From an optimization exercise on the open Yosys and OpenROAD flow, aimed at small area, a short achievable clock period and few clock cycles per item; shortcuts taken in it are not production practice.
RTL that was checked went through simulation tests only; none was proved equivalent to the original.

## old
// Divider_Modulo
module Divider_Modulo (clk, reset, mode, valid_in, divisor, dividend, result, valid_out);
input wire clk, reset, mode, valid_in;
input wire [31:0] dividend;
input wire [15:0] divisor;
output reg valid_out;
output wire [31:0] result;
reg [14:0] rA, rB;    
reg [16:0] shA, shB;  
reg [14:0] dA, dB;    
reg mA, mB, vA;       
wire [14:0] r0, r1;
wire [16:0] sh0, sh1;
wire [16:0] res;
div_stage0 u_stage0 (.dividend(dividend), .d(divisor[14:0]), .r_out(r0), .sh_out(sh0));
div_stage1 u_stage1 (.r_in(rA), .sh_in(shA), .d(dA), .r_out(r1), .sh_out(sh1));
div_stage2 u_stage2 (.r_in(rB), .sh_in(shB), .d(dB), .mode(mB), .result(res));
always @(posedge clk) begin
	rA <= r0; shA <= sh0; dA <= divisor[14:0]; mA <= mode;
	rB <= r1; shB <= sh1; dB <= dA; mB <= mA;
end
always @(posedge clk or posedge reset) begin
	if (reset) begin
		vA <= 1'b0;
		valid_out <= 1'b0;
	end else begin
		vA <= valid_in;
		valid_out <= vA;
	end
end
  ...
Settings: LEC_CHECK=0, ABC_AREA=1, CAP_MARGIN=20, CORE_MARGIN=2, CORE_UTILIZATION=40, SLEW_MARGIN=20, SYNTH_HIERARCHICAL=1; clock period 25.0 ns.
standard.sh (not shown) runs the stock make flow with config.mk's settings and CLKGATE_MAP_FILE= SYNTH_SCRIPT=/design/flow/synth_recipe.tcl, a recipe that flattens the netlist after the stock synthesis.
==> flow/flow/run.sh <==
#!/bin/bash
# Own layout flow: the standard synthesis unchanged, then the standard
# layout with these changes:
#  - ports are buffered with buf_4 cells instead of the slow delay buffers the
#    default port buffering picks;
#  - repair may resize a cell to any cell of the same function;
set -euo pipefail
bash standard.sh synth > synth.log 2>&1
bash standard.sh "BUFFER_PORTS_ARGS=-buffer_cell sky130_fd_sc_hd__buf_4" \
  SETUP_SLACK_MARGIN=14 TNS_END_PERCENT=0 SKIP_INCREMENTAL_REPAIR=1 finish > layout.log 2>&1
The final layout from old, which completed every stage, passed the timing, design-rule and antenna checks at the end of the flow.
Here is what was changed in the inputs of new compared with old.
-- flow/flow/run.sh --
<<< old, line 9
bash standard.sh "BUFFER_PORTS_ARGS=-buffer_cell sky130_fd_sc_hd__buf_4" \
  SETUP_SLACK_MARGIN=14 TNS_END_PERCENT=0 SKIP_INCREMENTAL_REPAIR=1 finish > layout.log 2>&1
>>> new, line 9
bash standard.sh "BUFFER_PORTS_ARGS=-buffer_cell sky130_fd_sc_hd__buf_4" \
  SETUP_SLACK_MARGIN=15.5 TNS_END_PERCENT=0 SKIP_INCREMENTAL_REPAIR=1 finish > layout.log 2>&1
## What came out
When new is measured against old, its cell area after layout turns out about 5.4% higher. new ends up with a final cell count that is 1.1% higher than in old. Non-clock buffer count: new vs old up 70%. For old, the worst setup path startpoint was dB[13]$_DFF_P_, unlike new, where it was dB[1]$_DFF_P_.
No functional check of the RTL was part of any run of this note.

========
Another version of the RTL of Divider_Modulo (not shown whole).
For scale: ~98 flip-flops, roughly 18000 um2 of cells after synthesis.
Settings: LEC_CHECK=0, ABC_AREA=1, CAP_MARGIN=20, CORE_MARGIN=2, CORE_UTILIZATION=50, PLACE_DENSITY=0.65, SLEW_MARGIN=20, SYNTH_HIERARCHICAL=1; clock period 25.0 ns.
==> flow/flow/run.sh <==
#!/bin/bash
# Own layout flow: the standard synthesis unchanged, then the standard
# layout with these changes:
#  - ports are buffered with buf_4 cells instead of the slow delay buffers the
#    default port buffering picks;
#  - repair may resize a cell to any cell of the same function;
set -euo pipefail
bash standard.sh synth > synth.log 2>&1
bash standard.sh "BUFFER_PORTS_ARGS=-buffer_cell sky130_fd_sc_hd__buf_4" \
  SETUP_SLACK_MARGIN=14 TNS_END_PERCENT=0 SKIP_INCREMENTAL_REPAIR=1 finish > layout.log 2>&1
Testbench counts at the start, summed over its fixed seeds: cycles 8,000, items 4,000.
==> next run, changes <==
CORE_UTILIZATION = 40   (was 50)
CTS_BUF_LIST = sky130_fd_sc_hd__clkbuf_4 sky130_fd_sc_hd__clkbuf_8   (was unset)
PLACE_DENSITY = unset   (was 0.65)
Effect: Utilization shrinks by 11 points. Clock-buffer cell count grows by 1. Cell area shrinks by 0.69%. Routed wire length shrinks by 3.8%. Area after synthesis is unchanged. Global-route usage shrinks by 5.2 points.
==> next run, changes <==
CORE_UTILIZATION = 60   (was 40)
CTS_BUF_LIST = unset   (was sky130_fd_sc_hd__clkbuf_4 sky130_fd_sc_hd__clkbuf_8)
PLACE_DENSITY = 0.75   (was unset)
The changed run produced a clean layout.
Sequential cell count does not change.
Die area decreases by about 33%.
Global-route usage increases by 12 points.
Via count increases by about 7%.
Cell area increases by about 1%.
Core utilization increases by 21 points.
==> next run, changes <==
==> flow/flow/run.sh (replaced) <==
#!/bin/bash
# Own layout flow: the standard synthesis unchanged, then the standard
# layout with these changes:
#  - ports are buffered with buf_2 cells instead of the slow delay buffers the
#    default port buffering picks;
#  - timing repair works to a setup slack margin of 14.3 ns (worst endpoint
#    only), so that after clock tree synthesis it speeds up the critical paths
#    although every path already meets the 25 ns clock;
set -euo pipefail
bash standard.sh synth > synth.log 2>&1
bash standard.sh "BUFFER_PORTS_ARGS=-buffer_cell sky130_fd_sc_hd__buf_2" \
  SETUP_SLACK_MARGIN=14.3 TNS_END_PERCENT=0 SKIP_INCREMENTAL_REPAIR=1 finish > layout.log 2>&1
CORE_UTILIZATION = 40   (was 60)
PLACE_DENSITY = unset   (was 0.75)
Via count falls by 5.0%.
Setup slack gains 0.56 ns.
Final cell count is higher by 5.1%.
Utilization went down by 20 points.
Critical path depth climbs by 13.
==> next run, changes <==
==> flow/run.sh (new file) <==
#!/bin/bash
# synth_recipe.tcl (not shown) runs the flow's synth.tcl, then flattens the netlist and writes it again
# the make line also repeats each setting of config.mk as NAME=value (left out here)
make -C /OpenROAD-flow-scripts/flow DESIGN_CONFIG=/design/flow/config.mk WORK_HOME=/design/flow/orfs CLKGATE_MAP_FILE= SYNTH_SCRIPT=/design/flow/synth_recipe.tcl finish
CORE_UTILIZATION = 65   (was 40)
PLACE_DENSITY = 0.8   (was unset)
removed: flow/flow/run.sh
removed: flow/standard.sh
Result: Cell count goes down by about 6%. Hold slack stays flat. Synthesized area does not change. Setup slack got worse by 1.7 ns. Non-clock buffer count goes down by 6. Die area goes down by 38%. Global-route usage goes up by 11 points.
==> next run, changes <==
==> flow/flow/run.sh (new file) <==
#!/bin/bash
# Own layout flow: the standard synthesis unchanged, then the standard
# layout with these changes:
#  - ports are buffered with buf_4 cells instead of the slow delay buffers the
#    default port buffering picks;
#  - timing repair works to a setup slack margin of 14 ns (worst endpoint
#    only), so that after clock tree synthesis it speeds up the critical paths
#    although every path already meets the 25 ns clock;
set -euo pipefail
bash standard.sh synth > synth.log 2>&1
bash standard.sh "BUFFER_PORTS_ARGS=-buffer_cell sky130_fd_sc_hd__buf_4" \
  SETUP_SLACK_MARGIN=14 TNS_END_PERCENT=0 SKIP_INCREMENTAL_REPAIR=1 finish > layout.log 2>&1
==> flow/standard.sh (new file) <==
#!/bin/bash
# synth_recipe.tcl (not shown) runs the flow's synth.tcl, then flattens the netlist and writes it again
# the make line also repeats each setting of config.mk as NAME=value (left out here)
make -C /OpenROAD-flow-scripts/flow DESIGN_CONFIG=/design/flow/config.mk WORK_HOME=/design/flow/orfs CLKGATE_MAP_FILE= SYNTH_SCRIPT=/design/flow/synth_recipe.tcl "${@:-finish}"
CORE_UTILIZATION = 40   (was 65)
PLACE_DENSITY = unset   (was 0.8)
removed: flow/run.sh
Effect: The new run finished clean; worst hold slack stays flat; sequential cell count is unchanged; critical path depth came out higher by 5; maximum frequency climbs by 14%; clock skew climbs by 0.0083 ns; global-route usage went down by 12 points; utilization shrinks by 25 points; synthesized area is unchanged.

========
## run A
Another version of the RTL of Divider_Modulo (not shown whole).
For scale: about 3700 cells after synthesis, roughly 98 flip-flops, about 19000 um2 of cells after synthesis.
==> flow/config.mk <==
export PLATFORM = sky130hd
export DESIGN_NAME = Divider_Modulo
export DESIGN_NICKNAME = Divider_Modulo
export VERILOG_FILES = /design/flow/design.v
export SDC_FILE = /design/flow/constraint.sdc
export NUM_CORES = 4
export LEC_CHECK = 0
export ABC_AREA = 1
export CAP_MARGIN = 20
export CORE_MARGIN = 2
export CORE_UTILIZATION = 40
export SLEW_MARGIN = 20
export SYNTH_HIERARCHICAL = 1
==> flow/constraint.sdc <==
create_clock -name core_clock -period 25.0 [get_ports {clk}]
set_input_delay 5.0000 -clock core_clock [delete_from_list [all_inputs] [get_ports {clk}]]
set_output_delay 5.0000 -clock core_clock [all_outputs]
set_load 0.01 [all_outputs]
run.sh (not shown) runs the stock make flow with config.mk's settings and CLKGATE_MAP_FILE= SYNTH_SCRIPT=/design/flow/synth_recipe.tcl, a recipe that flattens the netlist after the stock synthesis.
Stock flow here: none of the scripts above is used.
Having completed the whole flow, run A delivered a layout that passed the timing, design-rule and antenna checks.
Testbench counts of run A, summed over its fixed seeds: cycles 8,000, items 4,000.
> inputs changed (run A -> run B)
==> flow/flow/run.sh (new file) <==
#!/bin/bash
# Own layout flow: the standard synthesis unchanged, then the standard
# layout with these changes:
#  - ports are buffered with buf_4 cells instead of the slow delay buffers the
#    default port buffering picks;
#  - repair may resize a cell to any cell of the same function;
set -euo pipefail
bash standard.sh synth > synth.log 2>&1
bash standard.sh "BUFFER_PORTS_ARGS=-buffer_cell sky130_fd_sc_hd__buf_4" \
  SETUP_SLACK_MARGIN=14 TNS_END_PERCENT=0 SKIP_INCREMENTAL_REPAIR=1 finish > layout.log 2>&1
==> flow/standard.sh (new file) <==
#!/bin/bash
# synth_recipe.tcl (not shown) runs the flow's synth.tcl, then flattens the netlist and writes it again
# the make line also repeats each setting of config.mk as NAME=value (left out here)
make -C /OpenROAD-flow-scripts/flow DESIGN_CONFIG=/design/flow/config.mk WORK_HOME=/design/flow/orfs CLKGATE_MAP_FILE= SYNTH_SCRIPT=/design/flow/synth_recipe.tcl "${@:-finish}"
removed: flow/run.sh
## What came out
Across run B and run A, the outcome is the same: a clean finish for every run. ~same maximum clock path buffer count in run B and run A. Run B gives more final setup slack of the worst path than run A did.
What run C does differently from run B at the input level:
==> flow/flow/run.sh <==
#!/bin/bash
set -euo pipefail
MARGIN=${MARGIN:-16}
bash standard.sh synth > synth.log 2>&1
bash standard.sh SETUP_SLACK_MARGIN=$MARGIN finish > layout.log 2>&1
## What came out
The higher synthesis-to-finish area growth came out of run C. Delay of the slowest cell on the worst path was higher in the run labelled run B. The worst-case clock skew was comparable across run B and run C. No stage failed in run C, and the final checks on the layout all came back clean. | inverter count of the layout excluding clock inverters | run B vs run C | ≈ equal |. On total stage count of the critical path: run C sits below run B.

========
Setup of wip/nickel:
RTL: one of the versions met above, not the one the previous note started from.
Size in the first run: roughly 3700 cells after synthesis, roughly 98 flip-flops, roughly 85 I/O pins, roughly 18000 um^2 of cells after synthesis.
clock: 25.0 ns
lec_check: 0
abc_area: 1
cap_margin: 20
core_margin: 2
core_utilization: 40
slew_margin: 20
synth_hierarchical: 1
standard.sh (not shown) runs the stock make flow with config.mk's settings and CLKGATE_MAP_FILE= SYNTH_SCRIPT=/design/flow/synth_recipe.tcl, a recipe that flattens the netlist after the stock synthesis.
==> flow/flow/run.sh <==
#!/bin/bash
set -euo pipefail
bash standard.sh synth > synth.log 2>&1
bash standard.sh SETUP_SLACK_MARGIN=14.5 TNS_END_PERCENT=0 SKIP_INCREMENTAL_REPAIR=1 finish > layout.log 2>&1
Testbench counts of wip/nickel, summed over its fixed seeds: cycles 8,000, items 4,000.
Setup changes, wip/nickel to wip/harbor
==> flow/run.sh (new file) <==
#!/bin/bash
# synth_recipe.tcl (not shown) runs the flow's synth.tcl, then flattens the netlist and writes it again
# the make line also repeats each setting of config.mk as NAME=value (left out here)
make -C /OpenROAD-flow-scripts/flow DESIGN_CONFIG=/design/flow/config.mk WORK_HOME=/design/flow/orfs CLKGATE_MAP_FILE= SYNTH_SCRIPT=/design/flow/synth_recipe.tcl finish
removed: flow/flow/run.sh
removed: flow/standard.sh
Results
- The fmax of wip/harbor was inferior to that of wip/nickel.
- Diff wip/nickel..wip/harbor | post-place instance area | negligible
- When wip/harbor is measured against wip/nickel, its met2 usage turns out 8.2 points lower.
- Diff wip/nickel -> wip/harbor: total wire length after detailed routing went down, number of vias in the routed layout dropped 1239, routing usage on met3 down 0.50 points, routed length on met3 lower, worst hold slack now sits at about the same level.
- Reported for wip/harbor and wip/nickel, hold violation total from the final report turned out identical to the last digit.
## Diff of input files: wip/umber against wip/harbor
- setting GPL_TIMING_DRIVEN to 0 for the first time
==> flow/flow/run.sh (new file) <==
#!/bin/bash
# Own layout flow: the standard synthesis unchanged, then the standard
# layout with these changes:
#  - ports are buffered with buf_4 cells instead of the slow delay buffers the
#    default port buffering picks;
#  - repair may resize a cell to any cell of the same function;
set -euo pipefail
bash standard.sh synth > synth.log 2>&1
bash standard.sh "BUFFER_PORTS_ARGS=-buffer_cell sky130_fd_sc_hd__buf_4" \
  SETUP_SLACK_MARGIN=14 TNS_END_PERCENT=0 SKIP_INCREMENTAL_REPAIR=1 finish > layout.log 2>&1
==> flow/standard.sh (new file) <==
#!/bin/bash
# synth_recipe.tcl (not shown) runs the flow's synth.tcl, then flattens the netlist and writes it again
# the make line also repeats each setting of config.mk as NAME=value (left out here)
make -C /OpenROAD-flow-scripts/flow DESIGN_CONFIG=/design/flow/config.mk WORK_HOME=/design/flow/orfs CLKGATE_MAP_FILE= SYNTH_SCRIPT=/design/flow/synth_recipe.tcl "${@:-finish}"
removed: flow/run.sh
Findings:
- Against wip/harbor, wip/umber comes in 0.48 points lower on sequential share of layout area.
- Higher largest net degree at the start of global routing goes to wip/harbor over wip/umber.
- Compared with wip/harbor, placement density in the core of wip/umber is higher.
- There was hardly any difference in worst hold slack between wip/harbor and wip/umber.
- Taking wip/harbor as the reference, in wip/umber final area rose by 920 um^2, non-filler instance count after layout up 156, final number of hold-violating endpoints now sits at about the same level.
- Compared with wip/harbor, wip/umber shows a higher worst setup margin.
Setup changes, wip/umber to wip/quartz
- GPL_TIMING_DRIVEN: 0 -> unset
==> flow/flow/run.sh <==
#!/bin/bash
# Own layout flow: the standard synthesis unchanged, then the standard
# layout with these changes:
#  - ports are buffered with buf_2 cells instead of the slow delay buffers the
#    default port buffering picks;
#  - timing repair works to a setup slack margin of 14 ns (worst endpoint
#    only), so that after clock tree synthesis it speeds up the critical paths
#    although every path already meets the 25 ns clock;
set -euo pipefail
bash standard.sh synth > synth.log 2>&1
bash standard.sh "BUFFER_PORTS_ARGS=-buffer_cell sky130_fd_sc_hd__buf_2" \
  SETUP_SLACK_MARGIN=14 TNS_END_PERCENT=0 SKIP_INCREMENTAL_REPAIR=1 finish > layout.log 2>&1
==> comparison <==
- Taking wip/umber as the reference, in wip/quartz post-route met1 wirelength -7.8%, register-to-register slack decreased by 830 ps relative to the old numbers, signal arrival time at the worst endpoint decreased by 5270 ps relative to the old numbers.
- [compare] base=wip/umber new=wip/quartz: number of sequential storage elements essentially unchanged, non-clock buffer count went down by 68%.
- wip/quartz ended up with fewer standard cells than wip/umber.

========
Setup of v10:
Divider_Modulo again, from the RTL that the note above started with.
export LEC_CHECK = 0
export ABC_AREA = 1
export CAP_MARGIN = 20
export CORE_MARGIN = 2
export CORE_UTILIZATION = 40
export GPL_ROUTABILITY_DRIVEN = 0
export SLEW_MARGIN = 20
export SYNTH_HIERARCHICAL = 1
create_clock -name core_clock -period 25.0 [get_ports {clk}]
==> flow/flow/run.sh <==
#!/bin/bash
# Own layout flow: the standard synthesis unchanged, then the standard
# layout with these changes:
#  - ports are buffered with buf_4 cells instead of the slow delay buffers the
#    default port buffering picks;
#  - repair may resize a cell to any cell of the same function;
set -euo pipefail
bash standard.sh synth > synth.log 2>&1
bash standard.sh "BUFFER_PORTS_ARGS=-buffer_cell sky130_fd_sc_hd__buf_4" \
  SETUP_SLACK_MARGIN=14 TNS_END_PERCENT=0 SKIP_INCREMENTAL_REPAIR=1 finish > layout.log 2>&1
Testbench counts of v10, summed over its fixed seeds: cycles 8,000, items 4,000.
Modified inputs, v5 compared to v10
# v10
export LEC_CHECK = 0
export ABC_AREA = 1
export CAP_MARGIN = 20
export CORE_MARGIN = 2
export CORE_UTILIZATION = 40
export GPL_ROUTABILITY_DRIVEN = 0
export SLEW_MARGIN = 20
export SYNTH_HIERARCHICAL = 1
create_clock -name core_clock -period 25.0 [get_ports {clk}]
# v5
export LEC_CHECK = 0
export ABC_AREA = 1
export CAP_MARGIN = 20
export CORE_MARGIN = 2
export CORE_UTILIZATION = 40
export SLEW_MARGIN = 20
export SYNTH_HIERARCHICAL = 1
create_clock -name core_clock -period 25.0 [get_ports {clk}]
==> flow/flow/run.sh <==
#!/bin/bash
set -euo pipefail
bash standard.sh synth > synth.log 2>&1
bash standard.sh SETUP_SLACK_MARGIN=15 TNS_END_PERCENT=0 SKIP_INCREMENTAL_REPAIR=1 finish > layout.log 2>&1
## What came out
Taking v10 as the reference, in v5 number of iterations in the first detailed-routing pass rose 2; global-route wire length before repair grew by 21%.
Between v10 and v5, minimum clock period decreased.
Setup changes, v5 to v30
==> flow/flow/run.sh <==
#!/bin/bash
set -euo pipefail
bash standard.sh synth > synth.log 2>&1
bash standard.sh SETUP_SLACK_MARGIN=14 TNS_END_PERCENT=0 SKIP_INCREMENTAL_REPAIR=1 finish > layout.log 2>&1
Notes after the runs:
v30 and v5 all finish clean. Comparing v30 against v5, there is no change at all in number of top-level pins. v30 gives more largest fanout on the critical path than v5 did. v30 vs. v5: total wirelength of the detailed-routed design decreased 8700 um, max-slew violation count barely changed. Delta (v30 minus v5): die footprint now sits at about the same level; worst setup slack -0.55 ns. Area of the multi-input gates | v30 below v5.
What v13 does differently from v30 at the input level:
==> flow/flow/run.sh <==
#!/bin/bash
set -euo pipefail
bash standard.sh synth > synth.log 2>&1
bash standard.sh SETUP_SLACK_MARGIN=14 TNS_END_PERCENT=0 finish > layout.log 2>&1
Notes after the runs:
Area of all placed cells without fillers deteriorates in v13 relative to v30.
Of the two values seen for source of the critical timing path, dividend[27] was produced by v13 and divisor[5] by v30.
Relative to v30, final period utilization decreased by 0.63 points in v13.
Changes observed in v13 relative to v30: fmax picked up an extra about 1.5%, setup slack picked up an extra 0.16 ns, core utilization picked up an extra 3.4 points.
v13 against v30: area used by multi-input combinational logic picked up an extra about 6%.
### v13 -> v54
==> flow/flow/run.sh <==
#!/bin/bash
# Own layout flow: the standard synthesis unchanged, then the standard
# layout with these changes:
#  - ports are buffered with buf_4 cells instead of the slow delay buffers the
#    default port buffering picks;
#  - repair may resize a cell to any cell of the same function;
set -euo pipefail
bash standard.sh synth > synth.log 2>&1
bash standard.sh "BUFFER_PORTS_ARGS=-buffer_cell sky130_fd_sc_hd__buf_4" MATCH_CELL_FOOTPRINT=0 \
  SETUP_SLACK_MARGIN=14 TNS_END_PERCENT=0 SKIP_INCREMENTAL_REPAIR=1 finish > layout.log 2>&1
### Flow results
v54 completed every stage of the flow, and the final layout passed the timing, design-rule and antenna checks. [compare] base=v13 new=v54: share of the clock period used by the worst path after layout climbed 0.25 points, maximum fanout along the worst path picked up an extra 13. Taking v54 over v13, the routed wire length per instance ratio works out to 0.847. Sort v13 and v54 by combined area of the multi-input logic cells asc -> top: v54. v54 vs v13, number of antenna violations at the first check in global routing went up by 2. Non-clock buffer count in v54 is 86 below v13.
What v31 does differently from v54 at the input level:
==> flow/flow/run.sh <==
#!/bin/bash
set -euo pipefail
bash standard.sh synth > synth.log 2>&1
bash standard.sh SETUP_SLACK_MARGIN=13.5 TNS_END_PERCENT=0 SKIP_INCREMENTAL_REPAIR=1 finish > layout.log 2>&1
Notes after the runs:
- Every stage of the flow completed for v31, and the final layout passed the timing, design-rule and antenna checks.
- From v54 to v31, number of antenna cells inserted did not move at all.
- v54 vs v31, category of the critical setup timing path: reg -> out vs in -> reg
- Re total wirelength of the detailed-routed design: v31 is 550 um down on v54.
- Higher setup slack after layout goes to v54 over v31.

static timing again, ports no longer ideal:
The results above use ideal ports. As a check the final layouts listed here were re-extracted and re-timed, cells and wires unchanged.
Step 1 assumes that a clkbuf_16 drives the clock port and a buf_2 every other input.
Step 2 times the ports against the registers' clock, not the clock port: input delays grow and output delays shrink by t, the midpoint of the rising clock arrivals with the driver on.
a / b / c = no drivers / after step 1 / after step 2; a / b = the first two.
run | t, ns | setup slack, ns | worst setup path at the end | worst data-port slew with drivers (ns)
old | 0.447 | 13.957 / 13.903 / 14.349 | register to output | 0.08
new | 0.446 | 14.981 / 14.925 / 14.797 | input to register | 0.07
the first run of note 2 | 0.404 | 13.892 / 13.846 / 13.629 | input to register | 0.05
the second run of note 2 | 0.483 | 14.024 / 14.025 / 13.563 | input to register | 0.05
the third run of note 2 | 0.407 | 13.735 / 13.687 / 13.532 | input to register | 0.06
the fourth run of note 2 | 0.442 | 14.293 / 14.260 / 13.858 | input to register | 0.05
the fifth run of note 2 | 0.410 | 12.554 / 12.507 / 12.177 | input to register | 0.05
the sixth run of note 2 | 0.439 | 14.070 / 14.019 / 13.672 | input to register | 0.05
run A | 0.422 | 11.833 / 11.833 / 11.833 | register to register | 0.07
run B | 0.423 | 13.962 / 13.962 / 13.962 | register to register | 0.07
run C | 0.445 | 13.491 / 13.434 / 13.601 | register to register | 0.10
wip/nickel | 0.439 | 14.410 / 14.387 / 13.982 | input to register | 0.05
wip/harbor | 0.435 | 12.688 / 12.714 / 12.278 | input to register | 0.05
wip/umber | 0.433 | 14.052 / 14.082 / 13.648 | input to register | 0.05
wip/quartz | 0.435 | 14.043 / 13.992 / 13.672 | input to register | 0.05
v10 | 0.439 | 14.070 / 14.019 / 13.672 | input to register | 0.05
v5 | 0.444 | 14.528 / 14.543 / 14.101 | input to register | 0.05
v30 | 0.439 | 13.973 / 13.987 / 13.564 | input to register | 0.05
v13 | 0.442 | 14.131 / 14.085 / 13.700 | input to register | 0.05
v54 | 0.439 | 14.070 / 14.019 / 13.672 | input to register | 0.05
v31 | 0.438 | 13.569 / 13.550 / 13.162 | input to register | 0.05
After both steps every run listed still meets setup and hold. The setup slack of the second run of note 2, which loses most, moves by +0.001 ns with the drivers and by -0.461 ns with both steps.
